Optimization exercise on an open flow, not production practice. RTL: at most simulated, not proved equivalent. Power: default activity.

===== flow/flow/run.sh =====
#!/bin/bash
# Standard ORFS layout (the standard.sh, standard synthesis unchanged) with:
#  - plain buf_2 port buffers instead of the delay-cell buffers buffer_ports picks by default,
#  - timing repair allowed to resize across cell footprints,
#  - larger clock-tree sink clusters without dummy loads.
# make's full output goes to flow_make.log; ORFS keeps each step's log under orfs/logs.
set -euo pipefail
bash standard.sh MATCH_CELL_FOOTPRINT=0 \
  "BUFFER_PORTS_ARGS=-buffer_cell sky130_fd_sc_hd__buf_2" \
  "CTS_ARGS=-sink_clustering_enable -repair_clock_nets -dont_use_dummy_load -sink_clustering_size 30 -sink_clustering_max_diameter 60" \
  finish > flow_make.log 2>&1

===== flow/standard.sh =====
#!/bin/bash
# synth_recipe.tcl (not shown) runs the flow's synth.tcl, then flattens the netlist and writes it again
# the make line also repeats each setting of config.mk as NAME=value (left out here)
make -C /OpenROAD-flow-scripts/flow DESIGN_CONFIG=/design/flow/config.mk WORK_HOME=/design/flow/orfs CLKGATE_MAP_FILE= SYNTH_SCRIPT=/design/flow/synth_recipe.tcl "${@:-finish}"

===== flow/config.mk =====
export PLATFORM = sky130hd
export DESIGN_NAME = timer_top
export DESIGN_NICKNAME = timer_top
export VERILOG_FILES = /design/flow/design.v
export SDC_FILE = /design/flow/constraint.sdc
export NUM_CORES = 4
export LEC_CHECK = 0
export CAP_MARGIN = 20
export CORE_MARGIN = 2
export CORE_UTILIZATION = 60
export SETUP_SLACK_MARGIN = 2.1
export SLEW_MARGIN = 20

===== flow/design.v =====
module timer_top (
    input sys_clk,
    input sys_rst_n,
    input tim_psel,
    input tim_pwrite,
    input tim_penable,
    input [11:0] tim_paddr,
    input [31:0] tim_pwdata,
    input [3:0] tim_pstrb,
    input dbg_mode,
    output tim_int,
    output tim_pready,
    output tim_pslverr,
    output [31:0] tim_prdata
);
    reg [1:0] ph;
    reg       acc;
    reg       pready_q;
    reg [7:0] sel;           
    wire ph3 = (ph == 2'd3);
    always @(posedge sys_clk or negedge sys_rst_n) begin
        if (!sys_rst_n) begin
            ph       <= 2'd0;
            acc      <= 1'b0;
            pready_q <= 1'b0;
            sel      <= 8'd0;
        end else begin
            if (ph == 2'd0)
                ph <= (tim_psel && !tim_penable) ? 2'd1 : 2'd0;
            else
                ph <= ph + 2'd1;
            acc      <= ph3;
            pready_q <= acc;
            sel      <= (ph3 && tim_paddr[11:5] == 7'd0 && tim_paddr[1:0] == 2'd0)
                        ? (8'd1 << tim_paddr[4:2]) : 8'd0;
        end
    end
    wire s_tcr   = sel[0];
    wire s_tdr0  = sel[1];
    wire s_tdr1  = sel[2];
    wire s_tcmp0 = sel[3];
    wire s_tcmp1 = sel[4];
    wire s_tier  = sel[5];
    wire s_tisr  = sel[6];
    wire s_thcsr = sel[7];
    wire wr = tim_pwrite;
    reg       timer_en;
    reg       div_en;
    reg [3:0] div_val;
    wire err_n = (tim_pwdata[11:8] > 4'd8)
               || (timer_en && tim_pstrb[1] && (tim_pwdata[15:8] != {4'd0, div_val}))
               || (timer_en && tim_pstrb[0] && (tim_pwdata[1] != div_en));
    wire tcr_we = s_tcr && wr;
    reg err, pslverr_q;
    always @(posedge sys_clk)
        err <= err_n;
    wire div_en_n = (tcr_we && !err && tim_pstrb[0]) ? tim_pwdata[1] : div_en;
    wire [3:0] div_val_n = (tcr_we && !err && tim_pstrb[1]) ? tim_pwdata[11:8] : div_val;
    always @(posedge sys_clk or negedge sys_rst_n) begin
        if (!sys_rst_n) begin
            timer_en  <= 1'b0;
            div_en    <= 1'b0;
            div_val   <= 4'd1;
            pslverr_q <= 1'b0;
        end else begin
            pslverr_q <= tcr_we && err;
            if (tcr_we && tim_pstrb[0])
                timer_en <= tim_pwdata[0];
            div_en   <= div_en_n;
            div_val  <= div_val_n;
        end
    end
    reg [31:0] tdr0, tdr1, tcmp0n, tcmp1n;    
    integer b;
    always @(posedge sys_clk or negedge sys_rst_n) begin
        if (!sys_rst_n) begin
            tdr0  <= 32'h0;
            tdr1  <= 32'h0;
            tcmp0n <= 32'h0;
            tcmp1n <= 32'h0;
        end else begin
            for (b = 0; b < 4; b = b + 1) begin
                if (s_tdr0 && wr && tim_pstrb[b])  tdr0[8*b +: 8]  <= tim_pwdata[8*b +: 8];
                if (s_tdr1 && wr && tim_pstrb[b])  tdr1[8*b +: 8]  <= tim_pwdata[8*b +: 8];
                if (s_tcmp0 && wr && tim_pstrb[b]) tcmp0n[8*b +: 8] <= ~tim_pwdata[8*b +: 8];
                if (s_tcmp1 && wr && tim_pstrb[b]) tcmp1n[8*b +: 8] <= ~tim_pwdata[8*b +: 8];
            end
        end
    end
    reg        ld_hold;
    reg [7:0]  div_cnt;      
    reg        div_hit;      
    reg [63:0] counter;
    wire halt = halt_req && dbg_mode;
    wire run  = timer_en && !halt;
    wire [7:0] div_mask  = (8'd1 << div_val) - 8'd1;
    wire [7:0] div_inc   = div_cnt + 8'd1;
    wire div_hit_n = run ? (!div_en || (&(div_inc | ~div_mask))) : (!div_en_n || (div_val_n == 4'd0));
    wire cnt_inc = !halt && div_hit;
    always @(posedge sys_clk or negedge sys_rst_n) begin
        if (!sys_rst_n) begin
            ld_hold <= 1'b0;
            div_hit <= 1'b1;
        end else begin
            ld_hold <= wr && (s_tdr0 || s_tdr1);
            div_hit <= div_hit_n;
        end
    end
    reg  [7:1] lo_ones;
    reg  [6:0] tdr_ones_q;
    wire [7:0] byte_ones;        
    wire [7:0] tdr_byte_ones;
    wire [63:0] tdr = {tdr1, tdr0};
    wire [63:0] carry;           
    wire [7:1] lo_ones_inc;      
    wire [7:1] lo_ones_ld;       
    genvar gi;
    generate
        for (gi = 0; gi < 8; gi = gi + 1) begin : g_byte
            assign byte_ones[gi]     = &counter[8*gi +: 8];
            assign tdr_byte_ones[gi] = &tdr[8*gi +: 8];
        end
        for (gi = 0; gi < 64; gi = gi + 1) begin : g_carry
            if (gi % 8 == 0)
                assign carry[gi] = (gi == 0) ? 1'b1 : lo_ones[gi / 8];
            else if (gi < 8)
                assign carry[gi] = &counter[gi - 1:0];
            else
                assign carry[gi] = lo_ones[gi / 8] & (&counter[gi - 1:(gi / 8) * 8]);
        end
        for (gi = 1; gi < 8; gi = gi + 1) begin : g_lo
            if (gi == 1)
                assign lo_ones_inc[gi] = (counter[7:0] == 8'hFE);
            else
                assign lo_ones_inc[gi] = (counter[7:0] == 8'hFE) && (&byte_ones[gi - 1:1]);
            assign lo_ones_ld[gi]  = &tdr_ones_q[gi - 1:0];
        end
    endgenerate
    wire cnt_load = !timer_en && !ld_hold;
    wire cnt_step = timer_en && cnt_inc;
    wire [7:0] byte_step;        
    generate
        for (gi = 0; gi < 8; gi = gi + 1) begin : g_step
            if (gi == 0)
                assign byte_step[gi] = cnt_step;
            else
                assign byte_step[gi] = cnt_step && lo_ones[gi];
        end
    endgenerate
    wire [63:0] toggle;
    generate
        for (gi = 0; gi < 64; gi = gi + 1) begin : g_tog
            if (gi % 8 == 0)
                assign toggle[gi] = byte_step[gi / 8];
            else
                assign toggle[gi] = byte_step[gi / 8] && (&counter[gi - 1:(gi / 8) * 8]);
        end
    endgenerate
    always @(posedge sys_clk) begin
        tdr_ones_q <= tdr_byte_ones[6:0];
        div_cnt <= run ? div_inc : 8'd0;
        counter <= cnt_load ? tdr : (counter ^ toggle);
        if (cnt_load)
            lo_ones <= lo_ones_ld;
        else if (cnt_step)
            lo_ones <= lo_ones_inc;
    end
    reg int_en, pending, status, tim_int_q;
    wire compare = &(counter ^ {tcmp1n, tcmp0n});
    wire int_clr = s_tisr && wr && tim_pstrb[0] && tim_pwdata[0];
    wire int_en_n  = (s_tier && wr && tim_pstrb[0]) ? tim_pwdata[0] : int_en;
    wire pending_n = !int_clr && (pending || compare);
    always @(posedge sys_clk or negedge sys_rst_n) begin
        if (!sys_rst_n) begin
            int_en    <= 1'b0;
            pending   <= 1'b0;
            status    <= 1'b0;
            tim_int_q <= 1'b0;
        end else begin
            int_en    <= int_en_n;
            pending   <= pending_n;
            status    <= !int_clr && (status || pending);
            tim_int_q <= int_en_n && pending_n;
        end
    end
    reg halt_req;
    reg dbg_d1, dbg_d2;      
    always @(posedge sys_clk or negedge sys_rst_n) begin
        if (!sys_rst_n)
            halt_req <= 1'b0;
        else if (s_thcsr && wr && tim_pstrb[0])
            halt_req <= tim_pwdata[0];
    end
    always @(posedge sys_clk) begin
        dbg_d1 <= dbg_mode;
        dbg_d2 <= dbg_d1;
    end
    reg [31:0] prdata_q;
    wire [31:0] rdata =
          ({32{s_tcr}}   & {20'h0, div_val, 6'h0, div_en, timer_en})
        | ({32{s_tdr0}}  & counter[31:0])
        | ({32{s_tdr1}}  & counter[63:32])
        | ({32{s_tcmp0}} & ~tcmp0n)
        | ({32{s_tcmp1}} & ~tcmp1n)
        | ({32{s_tier}}  & {31'h0, int_en})
        | ({32{s_tisr}}  & {31'h0, status})
        | ({32{s_thcsr}} & {30'h0, halt_req && dbg_d2, halt_req});
    always @(posedge sys_clk or negedge sys_rst_n) begin
        if (!sys_rst_n)
            prdata_q <= 32'h0;
        else
            prdata_q <= rdata;
    end
    assign tim_int     = tim_int_q;
    assign tim_pready  = pready_q;
    assign tim_pslverr = pslverr_q;
    assign tim_prdata  = prdata_q;
endmodule

===== flow/constraint.sdc =====
create_clock -name core_clock -period 4.0 [get_ports {sys_clk}]
set_input_delay 0.8000 -clock core_clock [delete_from_list [all_inputs] [get_ports {sys_clk}]]
set_output_delay 0.8000 -clock core_clock [all_outputs]
set_load 0.01 [all_outputs]

==> notes.md, run 1 <==
CP Launch Type=flop; top post-synthesis cells by area=dfrtp_1 (38%), dfxtp_1 (14%), xor2_1 (6.7%), mux2_2 (6.7%), nand2_1 (5.5%); mux cell area share after synthesis=6.693%; Vias per Instance=6.034; row count=51; Max stage delay on crit path=0.56 ns; # IOs=89; pins over their slew limit=0; GP Congestion=0.8891; critical-path cell list=or4_4, ha_4, or3_1, or3b_1, a31o_1, a31oi_1, nor3_1; die area=0.02134 mm²; clk slew on worst S/H paths=0.08 ns; Top Usage Layer GRT=met2; cell with the most instances after synthesis=dfrtp_1; Max Clk Rate=0.4292 GHz; Synth Area in Compound Gates=11.47%; clk buf depth=3; Critical Path Fanout Max=3; largest family of logic cells by synthesized area=simple AND/OR/NAND/NOR gates; Req. time, crit path=4.45 ns; Setup Crit Path Kind=reg2reg; Root Buffer=clkbuf_16; drt wl/cell=21.44 µm; Crit path max-delay family=simple AND/OR/NAND/NOR gates; max-cap violation count=0; CTS Buf Count=21; synthesized net count=1230; Post-synth EDFFs=7; Cell Pwr Density=353.1 mW/mm²; R2R Setup Slk=1.67 ns; Post-Synth XOR/XNOR Area=9.327%; post-synthesis sequential element count=275; DIE HEIGHT=146.1 µm; area grow syn2layout=12.27%; layout cells sized above 1=21.83%; WL final=32400 µm; M3 GR Usage=4.594%; first-pass GRT wire length=50140 µm; final hold vios=0; # port buffers=88; initial antenna violation count=0; total chip power=4802 µW; all-layer global routing usage=30.25%; largest net degree at the start of global routing=90; Main synth FF type=dfrtp_1; placed cell areas=0.01278 mm²; Crit. End Element=flop; post-DP HPWL=22330 µm; Hold Path Class=in2async; sequential area share after synthesis=53.73%; TritonRoute pass-1 iters=5; Synth area leader=dfrtp_1; mapped cell area=0.01211 mm²; Avg Inst Size Synth=10.41 µm²; run status=no timing/DRC/antenna violations; Max-slew headroom=50.10%; CP max stage cell=or4_4; Starting Density=61.64%; CTS tree=built; Post-Synth Adder-Cell Area=1.239%; # setup viols final=0; vias in the first global route=8779; ys async rst share=67.64%; total clock sinks=275; CP arrival=2.78 ns; top cells by count, synth=dfrtp_1 (184), nand2_1 (178), o21ai_0 (123); ANT nets after route=0; Yosys top cell area share=38.01%; M1 GR Usage=43.36%; CTS Hold Bufs=0; hold_ws=0.2912 ns; cell area after layout=0.01360 mm²; core area=0.01965 mm²; initial drt markers=712; M2 GR Usage=47.64%; VDD IR-drop max=0.0003412 V; Syn Inst Count=1164; Post-Synth Simple-Gate Area=14.88%; Layout Nets=1314; grt ovf=0; routed vias=9117; synth unique cells=61; # DRC=0; synth warn=1; Static Leak=0.006366 µW; setup_tns=0 ns; minimum clock period=2.330 ns; DIE WIDTH=146.1 µm; H-Tree Depth=1; count of buffer and inverter cells on the critical path=0; worst slew pin tran=0.7477 ns; Clock Latency Late Sink=0.52 ns; skew final=0.03309 ns; RSZ-0062 raised after global routing=true; crit share post-route=58.25%; n_diodes=0
## per-layer routing
layer | up-vias | wire length, µm
met5 | - | 0
met4 | 0 | 973
met3 | 62 | 2128
met2 | 302 | 14950
met1 | 4500 | 14340
li1 | 4253 | -
## where the power goes
part	total (µW)	switching (µW)	internal [µW]
clock network	1840	917	928
logic	147	102	45.6
registers	2810	11.8	2800
total	4800	1030	3770
## stage by stage
step	setup slack, ns	std cells	utilization [%]
6_report	1.670	1511	69.20
4_1_cts	1.698	1504	68.59
2_1_floorplan	1.644	1164	-
3_5_place_dp	1.484	1469	65.04
3_3_place_gp	1.492	1469	65.04
5_1_grt	1.611	1511	69.20
## logic make-up (layout without fill, tap and decap cells)
| group | after synthesis | count (layout) |
|---|---|---|
| and+or+nand+nor | 375 | 376 |
| DFF | 275 | 275 |
| AOI/OAI and AO/OA | 222 | 222 |
| xor gates and xnor gates | 129 | 129 |
| buffers and inverters | 79 | 160 |
| muxes | 72 | 72 |
| adders and majority gates | 12 | 12 |
## worst paths after layout
check / start / to / depth (start not counted)
max in group asynchronous: sys_rst_n / tcmp0n[20] / 2
setup reg to reg: div_val[2] / div_hit / 7
setup / recovery: div_val[2] / div_hit / 7
hold reg to reg: dbg_d1 / dbg_d2 / 0
min in group core_clock: dbg_d1 / dbg_d2 / 0
hold / removal: sys_rst_n / sel[1] / 1
## sequential cells by signal, indices dropped and copies added, names as in the netlist, 2 cells and up
register    count
counter        64
prdata_q       32
tcmp0n         32
tcmp1n         32
tdr0           32
tdr1           32
div_cnt         8
sel             8
lo_ones         7
tdr_ones_q      7
div_val         4
ph              2
## layout make-up
cell class                 count  area [µm²]
timing repair inverter         2       15.01
multi-input combinational    811        5416
timing repair buffer         114       681.9
inverter                      23       93.84
sequential                   275        6536
clock buffer                  21       525.5
tap                          265       331.6
fill                        1575        6053
## layout by cell type, fill, tap and decap left out, types with 5 or more instances in the layout
cell | netlist | layout
xnor2_1 | 36 | 36
buf_4 | 1 | 23
o21ai_1 | 7 | 7
and3_1 | 10 | 10
ha_1 | 12 | 11
dfxtp_2 | 0 | 13
nor4_1 | 7 | 6
nand3_1 | 40 | 36
o21ai_0 | 123 | 122
or3_1 | 5 | 5
a21oi_1 | 7 | 7
nand4_1 | 49 | 49
o221ai_1 | 26 | 26
o22ai_1 | 5 | 5
dfrtp_2 | 0 | 6
mux2_2 | 72 | 72
a22o_1 | 7 | 7
inv_1 | 22 | 20
a22oi_1 | 26 | 26
nor3_1 | 12 | 10
dfrtp_1 | 184 | 178
nor2_1 | 37 | 35
nand2_1 | 178 | 176
buf_2 | 7 | 87
clkbuf_16 | 0 | 21
dfxtp_1 | 82 | 68
edfxtp_1 | 7 | 7
xor2_1 | 93 | 90
## timing repair
action,in CTS,in global routing
setup endpoints to repair,71,58
cloned,2,1
pin swaps,5,6
setup buffers,12,6
gates resized for setup,21,20
==> run 2, diff against run 1 <==
--- a/flow/design.v
+++ b/flow/design.v
@@ -94,7 +94,18 @@
     wire halt = halt_req && dbg_mode;
     wire run  = timer_en && !halt;
-    wire [7:0] div_mask  = (8'd1 << div_val) - 8'd1;
     wire [7:0] div_inc   = div_cnt + 8'd1;
-    wire div_hit_n = run ? (!div_en || (&(div_inc | ~div_mask))) : (!div_en_n || (div_val_n == 4'd0));
+    wire [8:0] next_ones;
+    assign next_ones[0] = 1'b1;
+    assign next_ones[1] = !div_cnt[0];
+    genvar gk;
+    generate
+        for (gk = 2; gk <= 8; gk = gk + 1) begin : g_next_ones
+            assign next_ones[gk] = !div_cnt[0] && (&div_cnt[gk - 1:1]);
+        end
+    endgenerate
+    wire tcr_wok = tcr_we && !err;
+    wire val0_n  = (tcr_wok && tim_pstrb[1]) ? (tim_pwdata[11:8] == 4'd0) : (div_val == 4'd0);
+    wire den_n   = (tcr_wok && tim_pstrb[0]) ? tim_pwdata[1] : div_en;
+    wire div_hit_n = run ? (!div_en || next_ones[div_val]) : (!den_n || val0_n);
     wire cnt_inc = !halt && div_hit;
     always @(posedge sys_clk or negedge sys_rst_n) begin
@@ -109,4 +120,5 @@
     reg  [7:1] lo_ones;
     reg  [6:0] tdr_ones_q;
+    reg  [7:2] mid_ones;
     wire [7:0] byte_ones;        
     wire [7:0] tdr_byte_ones;
@@ -133,5 +145,5 @@
                 assign lo_ones_inc[gi] = (counter[7:0] == 8'hFE);
             else
-                assign lo_ones_inc[gi] = (counter[7:0] == 8'hFE) && (&byte_ones[gi - 1:1]);
+                assign lo_ones_inc[gi] = (counter[7:0] == 8'hFE) && mid_ones[gi];
             assign lo_ones_ld[gi]  = &tdr_ones_q[gi - 1:0];
         end
@@ -159,4 +171,9 @@
     always @(posedge sys_clk) begin
         tdr_ones_q <= tdr_byte_ones[6:0];
+        mid_ones   <= cnt_load
+                      ? {&tdr_ones_q[6:1], &tdr_ones_q[5:1], &tdr_ones_q[4:1],
+                         &tdr_ones_q[3:1], &tdr_ones_q[2:1], tdr_ones_q[1]}
+                      : {&byte_ones[6:1], &byte_ones[5:1], &byte_ones[4:1],
+                         &byte_ones[3:1], &byte_ones[2:1], byte_ones[1]};
         div_cnt <= run ? div_inc : 8'd0;
         counter <= cnt_load ? tdr : (counter ^ toggle);
==> flow/flow/run.sh (replaced) <==
#!/bin/bash
# Standard ORFS layout (the standard.sh, standard synthesis unchanged) with:
#  - plain buf_1 port buffers instead of the delay-cell buffers buffer_ports
#    picks by default (timing repair upsizes them where needed),
#  - timing repair allowed to resize across cell footprints,
#  - larger clock-tree sink clusters without dummy loads.
# make's full output goes to flow_make.log; ORFS keeps each step's log under orfs/logs.
set -euo pipefail
bash standard.sh MATCH_CELL_FOOTPRINT=0 \
  "BUFFER_PORTS_ARGS=-buffer_cell sky130_fd_sc_hd__buf_1" \
  "CTS_ARGS=-sink_clustering_enable -repair_clock_nets -dont_use_dummy_load -sink_clustering_size 30 -sink_clustering_max_diameter 60" \
  finish > flow_make.log 2>&1
--- a/flow/config.mk
+++ b/flow/config.mk
@@ -8,5 +8,5 @@
 export CAP_MARGIN = 20
 export CORE_MARGIN = 2
-export CORE_UTILIZATION = 60
+export CORE_UTILIZATION = 70
 export SETUP_SLACK_MARGIN = 2.1
 export SLEW_MARGIN = 20
==> run 2 against run 1 <==
Still clean on timing, DRC and antenna. Sequential share of layout area rose by 2.1 points. Core utilization is 8.4 points higher. First-iteration DRC count grew 33%.
==> notes.md, run 2 <==
post-synthesis sequential element count=281 (+2.2%); CTS tree=built; Top reg by flops=counter; vias in the first global route=9025 (+2.8%); max reg flops=64 (unchanged); clk slew on worst S/H paths=0.10 ns (+0.02 ns); post-DP HPWL=21720 µm (-2.7%); # setup viols final=0 (unchanged); Post-synth EDFFs=7 (unchanged); CTS Buf Count=17 (-19%); RSZ-0062 raised after global routing=true; Main synth FF type=dfrtp_1; max-cap violation count=0 (unchanged); reg-to-reg startpoint=sel[4]; sequential area share after synthesis=54.85% (+1.1 points); crit path to=prdata_q[29]; CTS Hold Bufs=0 (unchanged); Max Clk Rate=0.5145 GHz (+20%); fillers=1188 (-25%); clk buf depth=3 (unchanged); Max-slew headroom=50.08% (about the same); Hold Path Class=in2async; setup_tns=0 ns (unchanged); area grow syn2layout=9.545%; all-layer global routing usage=35.06% (+4.8 points); synthesized net count=1212 (-1.5%); Crit. End Element=flop; Req. time, crit path=4.43 ns (-0.02 ns); top post-synthesis cells by area=dfrtp_1 (38%), dfxtp_1 (15%), xor2_1 (6.7%), mux2_2 (6.7%), nand2_1 (5.5%); skew final=0.04368 ns (+0.01059 ns); synth warn=1 (unchanged); routed vias=9264 (+1.6%); ys async rst share=66.19% (-1.4 points); worst slew pin tran=0.7467 ns (-0.001016 ns); TritonRoute pass-1 iters=6 (+1); drt wl/cell=21.72 µm (+1.3%); final hold vios=0 (unchanged); pins over their slew limit=0 (unchanged); Root Buffer=clkbuf_16; total clock sinks=281 (+2.2%); CP Launch Point=sel[4]; die area=0.01833 mm² (-14%); cell with the most instances after synthesis=dfrtp_1; # port buffers=88 (unchanged); run status=no timing/DRC/antenna violations; row count=48 (-5.9%); setup ws final=2.056 ns (+0.3861 ns); H-Tree Depth=1 (unchanged); core area=0.01706 mm² (-13%); Static Leak=0.005994 µW (-5.8%); VDD IR-drop max=0.0003977 V (+17%); R2R cell count=4 (-3); top cells by count, synth=dfrtp_1 (184), nand2_1 (176), o21ai_0 (106); mapped cell area=0.01209 mm² (-0.24%); # IOs=89 (unchanged); GP Congestion=0.8980 (+1.0%); ANT nets after route=0 (unchanged); Cell Pwr Density=351.3 mW/mm² (-0.52%); initial drt markers=947 (+33%); # DRC=0 (unchanged); Clock Latency Late Sink=0.51 ns (about the same); largest net degree at the start of global routing=111 (+23%); synth unique cells=49 (-20%); grt ovf=0 (unchanged); n_diodes=0 (unchanged); CP arrival=2.38 ns (-0.40 ns); crit share post-route=48.59% (-9.7 points); layout cells sized above 1=11.35% (-10 points); DIE WIDTH=135.4 µm (-7.3%); Starting Density=70.86% (+9.2 points); Syn Inst Count=1146 (-1.5%); Yosys top cell area share=38.10% (+0.091 points); Critical Path Fanout Max=17 (+14); initial antenna violation count=0 (unchanged); WL final=31500 µm (-2.8%); Setup Crit Path Kind=reg2reg; Synth area leader=dfrtp_1; Layout Nets=1293 (-1.6%); DIE HEIGHT=135.4 µm (-7.3%); commonest non-fill, non-tap cell in the layout=dfrtp_1; Vias per Instance=6.389 (+5.9%); total chip power=4651 µW (-3.2%); most frequent cells in the layout=dfrtp_1 (181), nand2_1 (176), o21ai_0 (105), xor2_1 (90), buf_1 (87); pre-CTS setup slack=1.368 ns (-0.1155 ns); r2r endpoint=prdata_q[29]; R2R Setup Slk=2.06 ns (+0.39 ns); CP Launch Type=flop; first-pass GRT wire length=49380 µm (-1.5%); Avg Inst Size Synth=10.55 µm² (+1.3%); minimum clock period=1.944 ns (-0.3861 ns)
[run 2: cell count changes after synthesis, moves of 3 or more]
cell	delta
clkbuf_2	-4
o21ai_0	-17
o21ai_1	+20
dfxtp_1	+6
inv_1	-6
nand3_1	+3
a21boi_0	+3
buf_2	-6
nor2b_1	+4
nor3_1	-5
and2_1	-5
and3_1	+6
and4_1	+6
[run 2: critical path, cell delays in order (launching register included)]
cell and delay (ns):
dfrtp_1 0.63, clkinvlp_4 0.48, buf_4 0.36, o21ai_0 0.21
a221o_1 0.16
[run 2: layer usage]
metal / track usage (%) / routed length [µm]
met1: 48.07 / 13140
met2: 57.47 / 14960
met3: 6.547 / 2453
met4: 10.65 / 941
met5: 0 / 0
[run 2: area by class of cell]
class | count | area [µm²] | area share, %
flip-flops and latches | 281 | 6640 | 50.16
repair buffers | 108 | 509.2 | 3.847
inverters | 16 | 63.81 | 0.4820
multi-input cells | 803 | 5319 | 40.18
well taps | 225 | 281.5 | 2.126
clock buffers | 17 | 425.4 | 3.213
[run 2: cells by family after synthesis]
| kind of cell | share of synthesized area (%) |
|---|---|
| compound gates | 11.45 |
| simple gates | 14.43 |
| xor+xnor | 9.349 |
| flops | 54.85 |
| mux | 6.709 |
| buf+inv | 1.967 |
| fa+ha+maj | 1.242 |
[run 2: report_power, final]
| group | total, µW | internal [µW] | switching [µW] |
|---|---|---|---|
| registers | 2870 | 2860 | 12.1 |
| clock network | 1650 | 760 | 887 |
| logic | 133 | 35.6 | 97.3 |
[run 2: repair_timing]
item / 4_1_cts / 5_1_grt
pin swaps: 1 / 1
setup buffers: 5 / 4
gates resized for setup: 12 / 10
endpoints found under the hold margin: 0 / 0
gates cloned: 1 / 0
endpoints found under the setup margin: 124 / 12
[run 2: worst min-delay path by stage]
stage	startpoint	endpoint	slack, ns	depth (start not counted)
2_1_floorplan	dbg_d1	dbg_d2	0.31	0
3_3_place_gp	dbg_d1	dbg_d2	0.33	0
3_5_place_dp	dbg_d1	dbg_d2	0.32	0
4_1_cts	sys_rst_n	tcmp1n[17]	0.27	1
5_1_grt	sys_rst_n	tcmp1n[17]	0.30	1
6_report	sys_rst_n	tcmp1n[17]	0.26	1
[run 2: per-stage QoR]
step,std cells,instance area (µm²),util (%),hold WS [ns]
CTS,1446,13160,77.18,0.2709
global route,1450,13240,77.62,0.2962
finish,1450,13240,77.62,0.2619
global placement,1423,12630,74.07,0.3307
detailed placement,1423,12630,74.07,0.3229
floorplan,1146,12090,-,0.3096
==> run 3, diff against run 2 <==
--- a/flow/config.mk
+++ b/flow/config.mk
@@ -8,5 +8,5 @@
 export CAP_MARGIN = 20
 export CORE_MARGIN = 2
-export CORE_UTILIZATION = 70
+export CORE_UTILIZATION = 75
 export SETUP_SLACK_MARGIN = 2.1
 export SLEW_MARGIN = 20
==> run 3 against run 2 <==
Highest routed layer unchanged. Flip-flop and latch count is the same. Still clean on timing, DRC and antenna. Worst setup slack lost 0.039 ns. Synthesized cell count is the same. Worst hold slack gained 0.092 ns. Core utilization grew 5.9 points. First-iteration DRC count grew 19%. Register-to-register slack lost 0.04 ns. Sequential share of layout area grew 0.090 points. Fmax shrank 2.0%.
==> notes.md, run 3 <==
n_diodes=0 (unchanged); DIE HEIGHT=130.9 µm (-3.3%); synth warn=1 (unchanged); Starting Density=76.36% (+5.5 points); Clock Latency Late Sink=0.51 ns (about the same); Vias per Instance=6.617 (+3.6%); CTS Buf Count=15 (-2); all-layer global routing usage=37.54% (+2.5 points); minimum clock period=1.982 ns (+0.03866 ns); Crit. End Element=flop; most frequent CP cell=nand4_1; die area=0.01715 mm² (-6.5%); Yosys top cell area share=38.10% (unchanged); cell with the most instances after synthesis=dfrtp_1; first-pass GRT wire length=48830 µm (-1.1%); layout cells sized above 1=11.49% (+0.14 points); CP max stage cell=dfrtp_1; fillers=917 (-23%); GP Congestion=0.9420 (+4.9%); area grow syn2layout=9.328%; CTS tree=built; Synth Area in Compound Gates=11.45% (unchanged); # port buffers=88 (unchanged); placed cell areas=0.01266 mm² (+0.25%); drt wl/cell=21.96 µm (+1.1%); max reg flops=64 (unchanged); vias in the first global route=8938 (-0.96%); WL final=31700 µm (+0.63%); mux cell area share after synthesis=6.709% (unchanged); pins over their slew limit=0 (unchanged); largest family of logic cells by synthesized area=simple AND/OR/NAND/NOR gates; Cell Pwr Density=343.9 mW/mm² (-2.1%); synth unique cells=49 (unchanged); Post-Synth Simple-Gate Area=14.43% (unchanged); setup_tns=0 ns (unchanged); # setup viols final=0 (unchanged); Top reg by flops=counter; max-cap violation count=0 (unchanged); Req. time, crit path=4.39 ns (-0.04 ns); DIE WIDTH=130.9 µm (-3.3%); cell area after layout=0.01321 mm² (-0.20%); sequential area share after synthesis=54.85% (unchanged); Root Buffer=clkbuf_16; Post-Synth Adder-Cell Area=1.242% (unchanged); post-synthesis sequential element count=281 (unchanged); routed vias=9549 (+3.1%); Post-Synth XOR/XNOR Area=9.349% (unchanged); skew final=0.03932 ns (-0.004354 ns); top post-synthesis cells by area=dfrtp_1 (38%), dfxtp_1 (15%), xor2_1 (6.7%), mux2_2 (6.7%), nand2_1 (5.5%); Max-slew headroom=48.64% (-1.4 points); Critical Path Fanout Max=3 (-14); VDD IR-drop max=0.0003656 V (-8.1%); top cells by count, synth=dfrtp_1 (184), nand2_1 (176), o21ai_0 (106); clk buf depth=3 (unchanged); mapped cell area=0.01209 mm² (unchanged); Syn Inst Count=1146 (unchanged); RSZ-0062 raised after global routing=true; H-Tree Depth=1 (unchanged); post-DP HPWL=21910 µm (+0.84%); Layout Nets=1295 (+0.15%); final hold vios=0 (unchanged); Crit path max-delay family=simple AND/OR/NAND/NOR gates; Multi-input gate area=0.005298 mm² (-0.40%); Hold Path Class=reg2reg; Max stage delay on crit path=0.43 ns (-0.20 ns); synthesized net count=1212 (unchanged); # IOs=89 (unchanged); core area=0.01583 mm² (-7.2%); worst slew pin tran=0.7704 ns (+0.02368 ns); commonest non-fill, non-tap cell in the layout=dfrtp_1; Max Clk Rate=0.5044 GHz (-2.0%); Setup Crit Path Kind=reg2reg; grt ovf=0 (unchanged); total clock sinks=281 (unchanged); TritonRoute pass-1 iters=5 (-1); largest net degree at the start of global routing=65 (-41%); most frequent cells in the layout=dfrtp_1 (182), nand2_1 (176), o21ai_0 (105), xor2_1 (90), buf_1 (87); run status=no timing/DRC/antenna violations; clk slew on worst S/H paths=0.09 ns (about the same); row count=46 (-4.2%); # DRC=0 (unchanged); initial antenna violation count=0 (unchanged); Main synth FF type=dfrtp_1; final core occ=83.48% (+5.9 points); crit share post-route=49.56% (+0.97 points); initial drt markers=1128 (+19%); Synth area leader=dfrtp_1; FF+latch area=0.006639 mm² (about the same); count of buffer and inverter cells on the critical path=0 (-2); Post-synth EDFFs=7 (unchanged); Avg Inst Size Synth=10.55 µm² (unchanged); critical-path cell list=xor2_1, nand4_1, nor4_1, nand4_1, a21boi_0; ys async rst share=66.19% (unchanged); Static Leak=0.005964 µW (-0.51%); CP arrival=2.38 ns (about the same); ANT nets after route=0 (unchanged); CP Launch Type=flop
==> run 3: path summary, 6_finish.rpt <==
| kind | start | endpoint | slack [ns] | cells past startpoint |
|---|---|---|---|---|
| worst max-delay path | tcmp1n[26] | pending | 2.02 | 5 |
| worst min-delay path | dbg_d1 | dbg_d2 | 0.35 | 0 |
| worst max register to register | tcmp1n[26] | pending | 2.02 | 5 |
| worst min register to register | dbg_d1 | dbg_d2 | 0.35 | 0 |
| max in group asynchronous | sys_rst_n | div_val[0] | 2.76 | 2 |
| min in group asynchronous | sys_rst_n | tcmp1n[21] | 0.40 | 1 |
==> run 3: cell families (layout without fill, tap and decap cells) <==
kind of cell	Yosys count	after routing
buffers and inverters	63	144
muxes	72	72
and+or+nand+nor	366	366
DFF	281	281
adders and majority gates	12	12
AOI/OAI and AO/OA	223	223
xor gates and xnor gates	129	129
==> run 3: what timing repair did <==
action	in CTS	in global routing
gates cloned	0	0
pin swaps	0	1
hold buffers	0	0
buffers inserted	5	5
gates resized for setup	9	12
endpoints found under the setup margin	89	19
==> run 3: power by group <==
group / switching, µW / internal (µW) / leakage [µW]
sequential: 13.5 / 2860 / 0.00337
clock: 859 / 675 / 0.000185
combinational: 100 / 37.6 / 0.00241
==> run 3: area by class of cell <==
type                       instances  area share (%)
sequential                       281           50.25
multi-input combinational        802           40.09
tap                              216           2.045
timing repair buffer             113           4.261
clock buffer                      15           2.841
inverter                          16          0.5114
==> run 3: metal layers <==
metal / GRT usage, % / routed length, µm
met5: 0 / 0
met4: 14.02 / 1563
met3: 6.555 / 2977
met2: 60.87 / 14670
met1: 51.34 / 12480
==> run 3: worst register-to-register path: cells and delay by family (launching register included) <==
| kind | cells | cell delay [ns] |
|---|---|---|
| AO/OA/AOI/OAI | 1 | 0.30 |
| XOR/XNOR | 1 | 0.34 |
| flip-flops | 1 | 0.43 |
| AND/OR/NAND/NOR | 3 | 0.82 |
==> run 3: stage by stage <==
step | total power (µW) | hold WS [ns] | worst slack, ns | cells
global route | 4659 | 0.3595 | 2.046 | 1443
finish | 4544 | 0.3542 | 2.018 | 1443
floorplan | 2965 | 0.3096 | 2.032 | 1146
detailed placement | 3070 | 0.3151 | 1.441 | 1418
global placement | 3061 | 0.3273 | 1.471 | 1418
CTS | 4542 | 0.3523 | 2.109 | 1438
==> run 4, diff against run 3 <==
--- a/flow/config.mk
+++ b/flow/config.mk
@@ -9,4 +9,4 @@
 export CORE_MARGIN = 2
 export CORE_UTILIZATION = 75
-export SETUP_SLACK_MARGIN = 2.1
+export SETUP_SLACK_MARGIN = 2.2
 export SLEW_MARGIN = 20
==> run 4 against run 3 <==
Still clean on timing, DRC and antenna. Sequential power about the same. Fmax up 5.9%. Flip-flop and latch count stayed put.
==> notes.md, run 4 <==
Avg Inst Size Synth=10.55 µm² (unchanged); Post-Synth Simple-Gate Area=14.43% (unchanged); RSZ-0062 raised after global routing=true; minimum clock period=1.871 ns (-0.1111 ns); Max stage delay on crit path=0.42 ns (about the same); top post-synthesis cells by area=dfrtp_1 (38%), dfxtp_1 (15%), xor2_1 (6.7%), mux2_2 (6.7%), nand2_1 (5.5%); pre-CTS setup slack=1.427 ns (-0.01414 ns); post-synthesis sequential element count=281 (unchanged); row count=46 (unchanged); Setup Crit Path Kind=reg2reg; all-layer global routing usage=38.16% (+0.62 points); mapped cell area=0.01209 mm² (unchanged); # port buffers=88 (unchanged); VDD IR-drop max=0.0003764 V (+2.9%); fillers=894 (-2.5%); ys async rst share=66.19% (unchanged); post-DP HPWL=22030 µm (+0.56%); top sig layer=met4; Static Leak=0.006068 µW (+1.7%); skew final=0.05924 ns (+0.01991 ns); vias in the first global route=9164 (+2.5%); critical-path cell list=xor2_2, nand4_1, nor4_2, nand4_1, a21boi_1; placed cells=1413 (-0.35%); Comb pwr share=3.1% (about the same); mux cell area share after synthesis=6.709% (unchanged); Yosys top cell area share=38.10% (unchanged); Crit path max-delay family=simple AND/OR/NAND/NOR gates; DIE WIDTH=130.9 µm (unchanged); TritonRoute pass-1 iters=6 (+1); initial antenna violation count=0 (unchanged); CTS Buf Count=15 (unchanged); Max-slew headroom=39.87% (-8.8 points); Sw Ratio=21.40% (about the same); # setup viols final=0 (unchanged); n_diodes=0 (unchanged); initial drt markers=1138 (+0.89%); synth warn=1 (unchanged); clk slew on worst S/H paths=0.10 ns (about the same); setup ws final=2.129 ns (+0.1111 ns); first-pass GRT wire length=49870 µm (+2.1%); largest family of logic cells by synthesized area=simple AND/OR/NAND/NOR gates; die area=0.01715 mm² (unchanged); most frequent cells in the layout=dfrtp_1 (181), nand2_1 (175), o21ai_0 (105), xor2_1 (79), dfxtp_1 (76); setup_tns=0 ns (unchanged); core area=0.01583 mm² (unchanged); area grow syn2layout=11.22%; Max Clk Rate=0.5344 GHz (+5.9%); Hold Path Class=reg2reg; total clock sinks=281 (unchanged); final hold vios=0 (unchanged); Post-Synth XOR/XNOR Area=9.349% (unchanged); Vias per Instance=6.597 (-0.31%); P_sw=972.3 µW (about the same); Starting Density=76.36% (unchanged); Multi-input gate area=0.005445 mm² (+2.8%); WL final=32360 µm (+2.1%); crit share post-route=46.78% (-2.8 points); pins over their slew limit=0 (unchanged); routed wl met2=15520 µm (+5.8%); count of buffer and inverter cells on the critical path=0 (unchanged); Clk network pwr share=33.7% (about the same); # IOs=89 (unchanged); internal power=3571 µW (about the same); synthesized net count=1212 (unchanged); Cell Pwr Density=338.0 mW/mm² (-1.7%); commonest non-fill, non-tap cell in the layout=dfrtp_1; Root Buffer=clkbuf_16; DIE HEIGHT=130.9 µm (unchanged); Syn Inst Count=1146 (unchanged); Main synth FF type=dfrtp_1; Synth Area in Compound Gates=11.45% (unchanged); top cells by count, synth=dfrtp_1 (184), nand2_1 (176), o21ai_0 (106); FF+latch area=0.006651 mm² (+0.19%); met3 wire length=3043 µm (+2.2%); sequential area share after synthesis=54.85% (unchanged); routed vias=9519 (-0.31%); max reg flops=64 (unchanged); layout cells sized above 1=16.06% (+4.6 points); CP Launch Type=flop; CP arrival=2.30 ns (-0.08 ns); CTS tree=built; hold_ws=0.3453 ns (-0.008884 ns); Post-Synth Adder-Cell Area=1.242% (unchanged); Reg power frac=63.2% (about the same); clk buf depth=3 (unchanged); total chip power=4543 µW (about the same); Req. time, crit path=4.43 ns (+0.04 ns); CP max stage cell=dfxtp_2; most frequent CP cell=nand4_1; Clock Latency Late Sink=0.51 ns (about the same); grt ovf=0 (unchanged); Synth area leader=dfrtp_1; run status=no timing/DRC/antenna violations; synth unique cells=49 (unchanged); # DRC=0 (unchanged); GP Congestion=0.9206 (-2.3%); drt wl/cell=22.43 µm (+2.1%); H-Tree Depth=1 (unchanged); worst slew pin tran=0.9019 ns (+0.1315 ns); largest net degree at the start of global routing=69 (+6.2%); Critical Path Fanout Max=6 (+3); max-cap violation count=0 (unchanged); Top reg by flops=counter; ANT nets after route=0 (unchanged); Crit. End Element=flop; cell with the most instances after synthesis=dfrtp_1; Layout Nets=1295 (unchanged); wl on met1=12520 µm (+0.34%); Post-synth EDFFs=7 (unchanged); non-filler instance count after layout=1443 (unchanged)
==> run 4: cells by family after synthesis <==
kind of cell,Yosys count
simple gates,366
flops,281
compound gates,223
xor+xnor,129
mux,72
buf+inv,63
fa+ha+maj,12
==> run 4: repair_timing <==
action	CTS	global route
gates resized for setup	22	64
setup endpoints to repair	189	107
endpoints found under the hold margin	0	0
setup buffers	9	5
cloned	1	0
hold buffers	0	0
pin swaps	5	11
==> run 4: path summary, 6_finish.rpt <==
kind / start / endpoint / slack (ns) / cells after the start
setup / recovery: counter[33] / pending / 2.13 / 5
hold / removal: acc / pready_q / 0.35 / 0
setup reg to reg: counter[33] / pending / 2.13 / 5
hold reg to reg: acc / pready_q / 0.35 / 0
max in group asynchronous: sys_rst_n / timer_en / 2.62 / 2
min in group asynchronous: sys_rst_n / tcmp0n[23] / 0.44 / 1
==> run 4: cell type report <==
cell class	instances	share of cell area, %
Clock buffer	15	2.793
Inverter	16	0.5027
Tap cell	216	2.011
Sequential cell	281	49.48
Timing Repair Buffer	112	4.701
Multi-Input combinational cell	803	40.51
==> run 4: power by group through the flow <==
stage,clock network [µW],logic [µW],registers (µW)
after global routing,1640,158,2870
final,1530,139,2870
after CTS,1540,140,2870
after floorplan,0,34.7,2930
after detailed placement,0,139,2930
after global placement,0,130,2930
==> run 4: per-layer routing <==
| layer | GRT usage [%] | vias to the layer above |
|---|---|---|
| met5 | 0 | - |
| met4 | 12.45 | 0 |
| met2 | 61.66 | 538 |
| met3 | 8.184 | 97 |
| met1 | 52.11 | 4673 |
| li1 | - | 4211 |
==> run 4: metrics by stage <==
stage / cell area [µm²] / util [%]
2_1_floorplan: 12100 / -
5_1_grt: 13440 / 84.92
3_5_place_dp: 12630 / 79.81
3_3_place_gp: 12630 / 79.81
4_1_cts: 13200 / 83.38
6_report: 13440 / 84.92
==> run 5, diff against run 4 <==
--- a/flow/config.mk
+++ b/flow/config.mk
@@ -8,5 +8,5 @@
 export CAP_MARGIN = 20
 export CORE_MARGIN = 2
-export CORE_UTILIZATION = 75
-export SETUP_SLACK_MARGIN = 2.2
+export CORE_UTILIZATION = 70
+export SETUP_SLACK_MARGIN = 2.25
 export SLEW_MARGIN = 20
==> run 5 against run 4 <==
Clock power increased by 8%. Routed wire length shrank 2.3%. Sequential power about the same. Core utilization shrank 5.1 points. Sequential share of layout area decreased by 0.60 points. Critical path type unchanged. Largest cell class unchanged. Largest power group unchanged.
==> notes.md, run 5 <==
run status=no timing/DRC/antenna violations; drt wl/cell=21.65 µm (-3.5%); n_diodes=0 (unchanged); crit share post-route=45.38% (-1.4 points); pins over their slew limit=0 (unchanged); setup_tns=0 ns (unchanged); layout cells sized above 1=19.01% (+3.0 points); all-layer global routing usage=35.28% (-2.9 points); # DRC=0 (unchanged); CP Launch Type=flop; grt ovf=0 (unchanged); Post-synth EDFFs=7 (unchanged); ys async rst share=66.19% (unchanged); WL final=31630 µm (-2.3%); Starting Density=70.86% (-5.5 points); minimum clock period=1.815 ns (-0.05621 ns); # IOs=89 (unchanged); Top reg by flops=counter; Vias per Instance=6.386 (-3.2%); sequential area share after synthesis=54.85% (unchanged); total clock sinks=281 (unchanged); M2 GR Usage=55.25% (-6.4 points); CP Launch Point=tcmp1n[1]; DIE WIDTH=135.4 µm (+3.4%); CP arrival=2.24 ns (-0.06 ns); RSZ-0062 raised after global routing=true; # setup viols final=0 (unchanged); DIE HEIGHT=135.4 µm (+3.4%); synth warn=1 (unchanged); Static Leak=0.006162 µW (+1.6%); clk buf depth=3 (unchanged); Setup Crit Path Kind=reg2reg; cell area after layout=0.01362 mm² (+1.3%); M1 GR Usage=50.05% (-2.1 points); H-Tree Depth=1 (unchanged); initial drt markers=1084 (-4.7%); Req. time, crit path=4.43 ns (about the same); synth unique cells=49 (unchanged); Crit. End Element=flop; Top Usage Layer GRT=met2; max reg flops=64 (unchanged); post-DP HPWL=21500 µm (-2.4%); reg-to-reg startpoint=tcmp1n[1]; die area=0.01833 mm² (+6.9%); first-pass GRT wire length=49810 µm (-0.12%); core area=0.01706 mm² (+7.8%); routed vias=9330 (-2.0%); TritonRoute pass-1 iters=6 (unchanged); VDD IR-drop max=0.0004325 V (+15%); Max Clk Rate=0.5510 GHz (+3.1%); GP Congestion=0.9596 (+4.2%); Root Buffer=clkbuf_16; worst slew pin tran=0.6481 ns (-0.2539 ns); mapped cell area=0.01209 mm² (unchanged); Cell Pwr Density=341.8 mW/mm² (+1.1%); Yosys top cell area share=38.10% (unchanged); max-cap violation count=0 (unchanged); CTS Hold Bufs=0 (unchanged); Hold Path Class=in2async; CTS tree=built; R2R Setup Slk=2.18 ns (+0.06 ns); Critical Path Fanout Max=3 (-3); Syn Inst Count=1146 (unchanged); Synth area leader=dfrtp_1; most frequent cells in the layout=dfrtp_1 (179), nand2_1 (175), o21ai_0 (102), xor2_1 (86); top post-synthesis cells by area=dfrtp_1 (38%), dfxtp_1 (15%), xor2_1 (6.7%), mux2_2 (6.7%), nand2_1 (5.5%); fillers=1081 (+21%); placed cell areas=0.01268 mm² (+0.39%); # port buffers=88 (unchanged); final hold vios=0 (unchanged); area grow syn2layout=12.70%; Main synth FF type=dfrtp_1; row count=48 (+4.3%); ANT nets after route=0 (unchanged); clk slew on worst S/H paths=0.09 ns (about the same); Layout Nets=1304 (+0.69%); commonest non-fill, non-tap cell in the layout=dfrtp_1; synthesized net count=1212 (unchanged); vias in the first global route=9036 (-1.4%); Max-slew headroom=56.75% (+17 points); initial antenna violation count=0 (unchanged); post-synthesis sequential element count=281 (unchanged); largest net degree at the start of global routing=89 (+29%); Clock Latency Late Sink=0.50 ns (about the same); CTS Buf Count=17 (+2); skew final=0.03964 ns (-0.01959 ns); hold_ws=0.2887 ns (-0.05656 ns); Avg Inst Size Synth=10.55 µm² (unchanged); r2r endpoint=pending; cell with the most instances after synthesis=dfrtp_1; M3 GR Usage=6.435% (-1.7 points); R2R cell count=5 (unchanged); top cells by count, synth=dfrtp_1 (184), nand2_1 (176), o21ai_0 (106)
## run 5: report_power, final
group,total [µW],switching (µW),internal [µW]
clock,1650,889,760
combinational,137,98.0,38.5
sequential,2870,11.9,2860
total,4660,999,3660
## run 5: worst max-delay path: stages (launching register included)
cell	delay, ns
dfrtp_1	0.46
xor2_2	0.23
nand4_1	0.17
nor4_2	0.38
nand4_1	0.29
a21boi_1	0.21
## run 5: cell families after synthesis
kind of cell | share of synthesized area [%]
DFF | 54.85
AOI/OAI and AO/OA | 11.45
xor gates and xnor gates | 9.349
and+or+nand+nor | 14.43
adders and majority gates | 1.242
muxes | 6.709
buffers and inverters | 1.967
## run 5: layout make-up
| type | instances | area [µm²] | area share (%) |
|---|---|---|---|
| repair inverters | 1 | 7.507 | 0.05512 |
| multi-input cells | 803 | 5505 | 40.42 |
| repair buffers | 118 | 671.9 | 4.933 |
| flip-flops and latches | 281 | 6659 | 48.89 |
| well taps | 225 | 281.5 | 2.067 |
| clock buffers | 17 | 425.4 | 3.123 |
| inverters | 16 | 70.07 | 0.5144 |
## run 5: repair_timing
item	in CTS	in global routing
hold endpoints to repair	0	0
setup endpoints to repair	273	125
setup buffers	13	7
pin swaps	6	15
gates resized for setup	54	65
gates cloned	2	0
## run 5: worst max-delay path by stage
| stage | endpoint | slack [ns] |
|---|---|---|
| 4_1_cts | tim_prdata[3] | 2.17 |
| 2_1_floorplan | counter[63] | 2.03 |
| 6_report | pending | 2.18 |
| 5_1_grt | tim_prdata[12] | 2.16 |
| 3_5_place_dp | tcmp1n[17] | 1.22 |
| 3_3_place_gp | tcmp1n[17] | 1.34 |
## run 5: stage by stage
stage,std cells,util [%],total power [µW],worst slack (ns)
6_report,1461,79.86,4655,2.185
5_1_grt,1461,79.86,4774,2.158
4_1_cts,1454,78.59,4669,2.165
3_5_place_dp,1422,74.35,3064,1.225
3_3_place_gp,1422,74.35,3062,1.342
2_1_floorplan,1146,-,2967,2.033
## run 5: routing by layer
layer | vias to the layer above | wire, µm
met3 | 83 | 2925
met2 | 512 | 14540
met1 | 4507 | 12960
met5 | - | 0
li1 | 4228 | -
met4 | 0 | 1204
==> run 6, diff against run 5 <==
--- a/flow/config.mk
+++ b/flow/config.mk
@@ -9,4 +9,4 @@
 export CORE_MARGIN = 2
 export CORE_UTILIZATION = 70
-export SETUP_SLACK_MARGIN = 2.25
+export SETUP_SLACK_MARGIN = 2.35
 export SLEW_MARGIN = 20
==> run 6 against run 5 <==
Largest cell class unchanged. First-iteration DRC count shrank 5.8%. Register-to-register slack lost 0.04 ns. Die area is the same. Largest power group unchanged. Highest routed layer unchanged. Worst hold slack gained 0.048 ns. Core utilization grew 2.9 points. Still clean on timing, DRC and antenna.
==> notes.md, run 6 <==
Req. time, crit path=4.39 ns (-0.04 ns); H-Tree Depth=1 (unchanged); cell with the most instances after synthesis=dfrtp_1; r2r endpoint=counter[62]; CP Launch Type=flop; synthesized net count=1212 (unchanged); all-layer global routing usage=35.21% (-0.066 points); ANT nets after route=0 (unchanged); setup_tns=0 ns (unchanged); Critical Path Fanout Max=4 (+1); Clock Latency Late Sink=0.52 ns (+0.02 ns); Static Leak=0.006306 µW (+2.3%); GP Congestion=0.8830 (-8.0%); commonest non-fill, non-tap cell in the layout=dfrtp_1; CTS tree=built; Max stage delay on crit path=0.60 ns (+0.14 ns); TritonRoute pass-1 iters=7 (+1); CP arrival=2.25 ns (about the same); initial antenna violation count=1 (+1); WL final=32960 µm (+4.2%); mapped cell area=0.01209 mm² (unchanged); sequential area share after synthesis=54.85% (unchanged); largest net degree at the start of global routing=187 (+110%); run status=no timing/DRC/antenna violations; post-DP HPWL=21040 µm (-2.2%); Synth area leader=dfrtp_1; pins over their slew limit=0 (unchanged); Crit. End Element=flop; pre-CTS setup slack=1.398 ns (+0.1732 ns); Yosys top cell area share=38.10% (unchanged); synth unique cells=49 (unchanged); Comb pwr share=3.0% (about the same); Worst Hold Launch=dbg_d1; R2R Setup Slk=2.14 ns (-0.04 ns); CP max stage cell=or4_4; Main synth FF type=dfrtp_1; first-pass GRT wire length=49390 µm (-0.85%); Hold Path Class=reg2reg; vias in the first global route=9171 (+1.5%); post-synthesis sequential element count=281 (unchanged); total clock sinks=281 (unchanged); # setup viols final=0 (unchanged); max reg flops=64 (unchanged); Root Buffer=clkbuf_16; max-cap violation count=0 (unchanged); Cell Pwr Density=337.2 mW/mm² (-1.3%); synth warn=1 (unchanged); top cells by count, synth=dfrtp_1 (184), nand2_1 (176), o21ai_0 (106); layout cells sized above 1=25.02% (+6.0 points); Vias per Instance=6.539 (+2.4%); Setup Crit Path Kind=reg2reg; drt wl/cell=22.38 µm (+3.4%); # port buffers=88 (unchanged); Clk network pwr share=36.8% (+1.4 points); R2R cell count=6 (+1); area grow syn2layout=16.85%; Hold Path End=dbg_d2; clk buf depth=3 (unchanged); CTS Buf Count=19 (+2); clk slew on worst S/H paths=0.09 ns (about the same); Layout Nets=1315 (+0.84%); ys async rst share=66.19% (unchanged); Sw Ratio=21.46% (about the same); routed vias=9632 (+3.2%); # DRC=0 (unchanged); reg-to-reg startpoint=halt_req; initial drt markers=1021 (-5.8%); DIE HEIGHT=135.4 µm (unchanged); Post-synth EDFFs=7 (unchanged); internal power=3740 µW (+2.3%); core area=0.01706 mm² (unchanged); skew final=0.04215 ns (+0.002506 ns); final core occ=82.80% (+2.9 points); VDD IR-drop max=0.0004080 V (-5.7%); DIE WIDTH=135.4 µm (unchanged); top post-synthesis cells by area=dfrtp_1 (38%), dfxtp_1 (15%), xor2_1 (6.7%), mux2_2 (6.7%), nand2_1 (5.5%); worst slew pin tran=1.047 ns (+0.3993 ns); most frequent cells in the layout=dfrtp_1 (176), nand2_1 (174), o21ai_0 (104), xor2_1 (72), mux2_2 (72); critical-path cell list=a21bo_4, or4_4, buf_4, nor2_4, xnor2_2, o21ai_1; P_sw=1022 µW (+2.3%); Worst Hold Path Cells=0; grt ovf=0 (unchanged); Starting Density=70.86% (unchanged); Max Clk Rate=0.5376 GHz (-2.4%); Top reg by flops=counter; crit share post-route=46.50% (+1.1 points); minimum clock period=1.860 ns (+0.04499 ns); die area=0.01833 mm² (unchanged); row count=48 (unchanged); Reg power frac=60.2% (-1.4 points); setup ws final=2.140 ns (-0.04499 ns); RSZ-0062 raised after global routing=true; fillers=985 (-8.9%); Avg Inst Size Synth=10.55 µm² (unchanged); hold_ws=0.3371 ns (+0.04834 ns); CTS Hold Bufs=0 (unchanged); final hold vios=0 (unchanged); Syn Inst Count=1146 (unchanged); # IOs=89 (unchanged); Max-slew headroom=30.18% (-27 points)
run 6: metal layers:
metal  GRT usage (%)  part of all wire [%]  vias up
met1           46.52                    40     4733
met5               0                     0        -
met3           7.632                   8.5      120
met4           17.42                   4.5        0
li1                -                     -     4256
met2           55.64                    47      523
run 6: what timing repair did:
action	in CTS	in global routing
setup endpoints to repair	171	166
buffers inserted	13	16
cloned	1	3
pin swaps	16	19
resized for setup	82	111
run 6: final cells by class:
class	count	area (µm²)	area share (%)
timing repair buffer	128	828.3	5.865
clock buffer	19	475.5	3.367
sequential	281	6704	47.47
timing repair inverter	1	7.507	0.05316
tap	225	281.5	1.993
multi-input combinational	802	5753	40.74
antenna	1	2.502	0.01772
inverter	16	70.07	0.4961
run 6: power by group through the flow:
| stage | clock, µW | sequential, µW | combinational (µW) |
|---|---|---|---|
| after global routing | 1860 | 2870 | 160 |
| after floorplan | 0 | 2930 | 37.8 |
| after CTS | 1760 | 2870 | 136 |
| after detailed placement | 0 | 2930 | 134 |
| final | 1750 | 2870 | 142 |
| after global placement | 0 | 2930 | 131 |
run 6: cell families after synthesis:
group / Yosys count / synth area share, %
adders and majority gates: 12 / 1.242
DFF: 281 / 54.85
muxes: 72 / 6.709
and+or+nand+nor: 366 / 14.43
buffers and inverters: 63 / 1.967
AOI/OAI and AO/OA: 223 / 11.45
xor gates and xnor gates: 129 / 9.349
run 6: through the flow:
| step | instances | instance area [µm²] | power, µW |
|---|---|---|---|
| global route | 1472 | 14120 | 4885 |
| global placement | 1420 | 12690 | 3059 |
| floorplan | 1146 | 12190 | 2968 |
| finish | 1473 | 14120 | 4762 |
| detailed placement | 1420 | 12690 | 3064 |
| CTS | 1453 | 13550 | 4765 |
run 6: worst max path at each step:
stage,startpoint,to,slack [ns],depth (start not counted)
after global placement,dbg_mode,counter[55],1.45,6
after global routing,halt_req,counter[63],2.12,5
after CTS,prdata_q[1],tim_prdata[1],2.16,1
after floorplan,dbg_mode,counter[63],2.03,5
after detailed placement,dbg_mode,counter[37],1.40,6
final,halt_req,counter[62],2.14,6
run 6: critical path, delay by kind of cell (launching register included):
kind	cells	cell delay, ns
compound gates	2	0.30
xor+xnor	1	0.14
buf+inv	1	0.17
flops	1	0.42
simple gates	2	0.69
==> run 7, diff against run 6 <==
--- a/flow/config.mk
+++ b/flow/config.mk
@@ -9,4 +9,4 @@
 export CORE_MARGIN = 2
 export CORE_UTILIZATION = 70
-export SETUP_SLACK_MARGIN = 2.35
+export SETUP_SLACK_MARGIN = 2.45
 export SLEW_MARGIN = 20
==> run 7 against run 6 <==
Still clean. Clock-buffer cell count down 1. Critical path depth down 5. Cell count up 0.75%. Worst setup slack better by 0.023 ns. Final area up 2.6%. Fmax up 1.3%. Combinational power up 9%. Clock power down 3%. First-iteration DRC count up 30%. Critical path type is now reg2out. Critical endpoint is now tim_int. Largest cell class unchanged. Largest power group unchanged. Highest routed layer unchanged.
==> notes.md, run 7 <==
total clock sinks=281 (unchanged); synthesized net count=1212 (unchanged); # port buffers=88 (unchanged); ys async rst share=66.19% (unchanged); routed vias=9798 (+1.7%); routed wl met2=16530 µm (+6.6%); clk buf depth=3 (unchanged); n_diodes=0 (-1); Post-synth EDFFs=7 (unchanged); Cell Pwr Density=325.5 mW/mm² (-3.5%); Setup Crit Path Kind=reg2out; max reg flops=64 (unchanged); core area=0.01706 mm² (unchanged); # IOs=89 (unchanged); synth warn=1 (unchanged); crit share post-route=45.93% (-0.58 points); minimum clock period=1.837 ns (-0.02301 ns); Max stage delay on crit path=0.39 ns (-0.21 ns); R2R cell count=7 (+1); Clock Latency Late Sink=0.53 ns (about the same); mapped cell area=0.01209 mm² (unchanged); initial antenna violation count=0 (-1); post-synthesis sequential element count=281 (unchanged); Hold Path Class=in2async; CP Launch Point=tim_int_q; final hold vios=0 (unchanged); cell with the most instances after synthesis=dfrtp_1; grt ovf=0 (unchanged); largest net degree at the start of global routing=187 (unchanged); sequential area share after synthesis=54.85% (unchanged); CP Launch Type=flop; Sw Ratio=21.54% (+0.080 points); drt wl/cell=23.64 µm (+5.6%); post-DP HPWL=21140 µm (+0.49%); met3 wire length=2746 µm (-1.6%); Critical Path Fanout Max=1 (-3); Req. time, crit path=3.20 ns (-1.19 ns); synth unique cells=49 (unchanged); most frequent cells in the layout=dfrtp_1 (174), nand2_1 (168), xor2_1 (86), o21ai_0 (75), mux2_2 (71); crit path to=tim_int; Syn Inst Count=1146 (unchanged); Comb pwr share=3.3% (+0.3 points); Static Leak=0.006372 µW (+1.0%); die area=0.01833 mm² (unchanged); H-Tree Depth=1 (unchanged); # setup viols final=0 (unchanged); max-cap violation count=0 (unchanged); pins over their slew limit=0 (unchanged); layout cells sized above 1=26.85% (+1.8 points); reg-to-reg startpoint=halt_req; Yosys top cell area share=38.10% (unchanged); CTS tree=built; P_sw=1016 µW (-0.55%); top sig layer=met4; CTS Hold Bufs=0 (unchanged); total chip power=4718 µW (-0.92%); r2r endpoint=counter[39]; setup_tns=0 ns (unchanged); RSZ-0062 raised after global routing=true; ANT nets after route=0 (unchanged); all-layer global routing usage=37.21% (+2.0 points); Crit. End Element=primary output; DIE HEIGHT=135.4 µm (unchanged); skew final=0.04824 ns (+0.006096 ns); CP arrival=1.04 ns (-1.21 ns); Max Clk Rate=0.5444 GHz (+1.3%); DIE WIDTH=135.4 µm (unchanged); TritonRoute pass-1 iters=5 (-2); Vias per Instance=6.602 (+0.97%); WL final=35080 µm (+6.4%); Synth area leader=dfrtp_1; Crit path max-delay family=flip-flops; Max-slew headroom=53.34% (+23 points); initial drt markers=1331 (+30%); VDD IR-drop max=0.0003820 V (-6.4%); Reg power frac=60.8% (+0.6 points); Clk network pwr share=35.9% (-0.9 points); top cells by count, synth=dfrtp_1 (184), nand2_1 (176), o21ai_0 (106); WP depth=1 (-5); row count=48 (unchanged); first-pass GRT wire length=52010 µm (+5.3%); Layout Nets=1327 (+0.91%); GP Congestion=0.9042 (+2.4%); CTS Buf Count=18 (-1); commonest non-fill, non-tap cell in the layout=dfrtp_1; run status=no timing/DRC/antenna violations; internal power=3702 µW (-1.0%); CP max stage cell=dfrtp_1; clk slew on worst S/H paths=0.11 ns (+0.02 ns); worst slew pin tran=0.7000 ns (-0.3474 ns); wl on met1=14020 µm (+6.4%); top post-synthesis cells by area=dfrtp_1 (38%), dfxtp_1 (15%), xor2_1 (6.7%), mux2_2 (6.7%), nand2_1 (5.5%); count of buffer and inverter cells on the critical path=1 (unchanged); R2R Setup Slk=2.18 ns (+0.04 ns); area grow syn2layout=19.94%; # DRC=0 (unchanged); Main synth FF type=dfrtp_1; critical-path cell list=clkbuf_2; Starting Density=70.86% (unchanged); vias in the first global route=9404 (+2.5%); Top reg by flops=counter; Avg Inst Size Synth=10.55 µm² (unchanged); Root Buffer=clkbuf_16
-- run 7: through the flow --
step	hold slack, ns	setup slack, ns	cell area [µm²]	instances	utilization, %
2_1_floorplan	0.3096	2.035	12300	1146	-
3_3_place_gp	0.3118	1.416	12760	1418	74.79
3_5_place_dp	0.3200	1.322	12760	1418	74.79
4_1_cts	0.3402	2.170	14070	1468	82.51
5_1_grt	0.2749	2.102	14500	1484	84.98
6_report	0.2750	2.163	14500	1484	84.98
-- run 7: cell families after synthesis --
group                    synth area share, %
AO/OA/AOI/OAI                          11.45
multiplexers                           6.709
XOR/XNOR                               9.349
flip-flops                             54.85
AND/OR/NAND/NOR                        14.43
buffers and inverters                  1.967
adder cells (fa/ha/maj)                1.242
-- run 7: timing repair --
action	in CTS	in global routing
setup endpoints to repair	290	129
gates cloned	3	3
pin swaps	42	30
gates resized for setup	179	81
buffers inserted	29	12
-- run 7: power groups by stage --
stage | Combinational [µW] | Sequential (µW) | Clock (µW)
2_1_floorplan | 43.4 | 2930 | 0
3_3_place_gp | 134 | 2930 | 0
3_5_place_dp | 138 | 2930 | 0
4_1_cts | 146 | 2870 | 1700
5_1_grt | 173 | 2870 | 1800
6_report | 155 | 2870 | 1690
-- run 7: worst register-to-register path, delay by kind of cell (launching register included) --
kind                   cells  cell delay (ns)
AO/OA/AOI/OAI              2             0.33
buffers and inverters      2             0.35
flip-flops                 1             0.45
XOR/XNOR                   1             0.17
AND/OR/NAND/NOR            2             0.38
-- run 7: routing by layer --
| layer | up-vias | track usage [%] |
|---|---|---|
| met5 | - | 0 |
| li1 | 4303 | - |
| met4 | 0 | 16.44 |
| met3 | 130 | 6.360 |
| met2 | 523 | 59.28 |
| met1 | 4842 | 50.75 |
-- run 7: how the worst min path moves through the flow --
stage                         start         to  slack, ns
after global routing      sys_rst_n  tcmp1n[0]       0.27
after floorplan              dbg_d1     dbg_d2       0.31
final                     sys_rst_n  tcmp1n[0]       0.27
after global placement       dbg_d1     dbg_d2       0.31
after detailed placement     dbg_d1     dbg_d2       0.32
after CTS                    dbg_d1     dbg_d2       0.34
-- run 7: layout make-up --
type / instances / area, µm²
fill: 901 / 2561
multi-input combinational: 805 / 6018
inverter: 16 / 70.07
timing repair buffer: 139 / 980.9
clock buffer: 18 / 450.4
sequential: 281 / 6694
tap: 225 / 281.5
==> run 8, diff against run 7 <==
--- a/flow/config.mk
+++ b/flow/config.mk
@@ -8,5 +8,5 @@
 export CAP_MARGIN = 20
 export CORE_MARGIN = 2
-export CORE_UTILIZATION = 70
-export SETUP_SLACK_MARGIN = 2.45
+export CORE_UTILIZATION = 75
+export SETUP_SLACK_MARGIN = 2.25
 export SLEW_MARGIN = 20
==> run 8 against run 7 <==
Clock-buffer cell count decreased by 2. Critical path depth grew 4. Critical endpoint is now pending. Combinational power down about 10%. Largest cell class unchanged. Via count rose by 1.0%. Cell count shrank 2.4%. Core utilization increased by 2.0 points. Synthesized cell count unchanged. Worst hold slack better by 0.034 ns. Still clean on timing, DRC and antenna. Routed wire length fell by 1.9%. Critical path type is now reg2reg. Flip-flop and latch count is the same. Worst setup slack got worse by 0.17 ns.
==> notes.md, run 8 <==
core area=0.01583 mm² (-7.2%); clk buf depth=3 (unchanged); DIE HEIGHT=130.9 µm (-3.3%); die area=0.01715 mm² (-6.5%); all-layer global routing usage=39.14% (+1.9 points); Max stage delay on crit path=0.44 ns (+0.05 ns); mux cell area share after synthesis=6.709% (unchanged); first-pass GRT wire length=50580 µm (-2.8%); crit share post-route=50.19% (+4.3 points); Layout Nets=1301 (-2.0%); DIE WIDTH=130.9 µm (-3.3%); pins over their slew limit=0 (unchanged); sequential area share after synthesis=54.85% (unchanged); Multi-input gate area=0.005632 mm² (-6.4%); vias in the first global route=9269 (-1.4%); Cell Pwr Density=335.6 mW/mm² (+3.1%); post-DP HPWL=21710 µm (+2.7%); GP Congestion=0.9562 (+5.8%); Max-slew headroom=56.71% (+3.4 points); reg-to-reg startpoint=tcmp0n[1]; routed vias=9896 (+1.0%); drt wl/cell=23.75 µm (+0.46%); top post-synthesis cells by area=dfrtp_1 (38%), dfxtp_1 (15%), xor2_1 (6.7%), mux2_2 (6.7%), nand2_1 (5.5%); Root Buffer=clkbuf_16; critical-path cell list=xor2_1, nand4_1, nor4_2, nand4_1, a21boi_1; clk slew on worst S/H paths=0.11 ns (about the same); top cells by count, synth=dfrtp_1 (184), nand2_1 (176), o21ai_0 (106); # IOs=89 (unchanged); fillers=798 (-11%); CTS Hold Bufs=0 (unchanged); initial drt markers=1273 (-4.4%); largest family of logic cells by synthesized area=simple AND/OR/NAND/NOR gates; Syn Inst Count=1146 (unchanged); WP depth=5 (+4); minimum clock period=2.008 ns (+0.1705 ns); Clock Latency Late Sink=0.52 ns (about the same); Post-Synth Adder-Cell Area=1.242% (unchanged); # port buffers=88 (unchanged); mapped cell area=0.01209 mm² (unchanged); # DRC=0 (unchanged); TritonRoute pass-1 iters=6 (+1); Static Leak=0.006169 µW (-3.2%); synth unique cells=49 (unchanged); r2r endpoint=pending; post-synthesis sequential element count=281 (unchanged); setup_tns=0 ns (unchanged); Hold Path Class=in2async; n_diodes=0 (unchanged); row count=46 (-4.2%); Post-Synth XOR/XNOR Area=9.349% (unchanged); Post-synth EDFFs=7 (unchanged); max reg flops=64 (unchanged); Synth Area in Compound Gates=11.45% (unchanged); synth warn=1 (unchanged); Yosys top cell area share=38.10% (unchanged); Synth area leader=dfrtp_1; final hold vios=0 (unchanged); RSZ-0062 raised after global routing=true; H-Tree Depth=1 (unchanged); FF+latch area=0.006669 mm² (-0.37%); WL final=34410 µm (-1.9%); R2R cell count=5 (-2); area grow syn2layout=13.94%; run status=no timing/DRC/antenna violations; VDD IR-drop max=0.0003961 V (+3.7%); CTS tree=built; Crit path max-delay family=simple AND/OR/NAND/NOR gates; skew final=0.04643 ns (-0.001811 ns); Avg Inst Size Synth=10.55 µm² (unchanged); Main synth FF type=dfrtp_1; non-filler instance count after layout=1449 (-2.4%)
[run 8: changes by cell type in the layout (fill, tap and decap cells not counted), sizes merged]
| cell | previous run | this run |
|---|---|---|
| clkbuf | 64 | 51 |
| buf | 93 | 83 |
| nor2 | 39 | 36 |
[run 8: repair_timing]
| action | CTS | global route |
|---|---|---|
| endpoints found under the setup margin | 283 | 141 |
| gates resized for setup | 68 | 85 |
| hold endpoints to repair | 0 | 0 |
| cloned | 1 | 0 |
| pin swaps | 8 | 27 |
| setup buffers | 13 | 7 |
[run 8: how the worst min path moves through the flow]
stage | cells after the start | to | startpoint
after floorplan | 0 | dbg_d2 | dbg_d1
after global placement | 0 | pready_q | acc
after detailed placement | 0 | dbg_d2 | dbg_d1
after CTS | 1 | tdr1[15] | sys_rst_n
after global routing | 1 | tdr1[13] | sys_rst_n
final | 1 | tdr1[13] | sys_rst_n
[run 8: cell type report]
cell class	count	share of cell area [%]
clock buffers	16	2.908
inverters	16	0.5089
multi-input cells	802	40.90
flip-flops and latches	281	48.43
well taps	216	1.963
repair buffers	118	5.288
[run 8: power breakdown]
group / switching [µW] / total, µW / internal (µW)
Sequential: 14.2 / 2870 / 2860
Combinational: 101 / 139 / 38.2
Clock: 891 / 1610 / 718
[run 8: per-layer routing]
layer,GRT usage [%],routed length [µm]
met2,61.60,15960
met1,53.09,12570
met4,17.83,2007
met3,7.899,3870
met5,0,0
[run 8: kinds of logic after synthesis]
logic type	count (synthesis)
buffers and inverters	63
AOI/OAI and AO/OA	223
and+or+nand+nor	366
DFF	281
xor gates and xnor gates	129
muxes	72
adders and majority gates	12
[run 8: through the flow]
stage               hold slack [ns]  power (µW)  worst slack, ns  utilization (%)  area [µm²]
floorplan                    0.3096        2967            2.033                -       12150
global placement             0.3361        3059            1.520            79.95       12650
detailed placement           0.3288        3067            1.411            80.13       12680
CTS                          0.3274        4607            2.176            84.85       13430
global route                 0.3613        4731            2.017            87.00       13770
finish                       0.3089        4621            1.992            87.00       13770
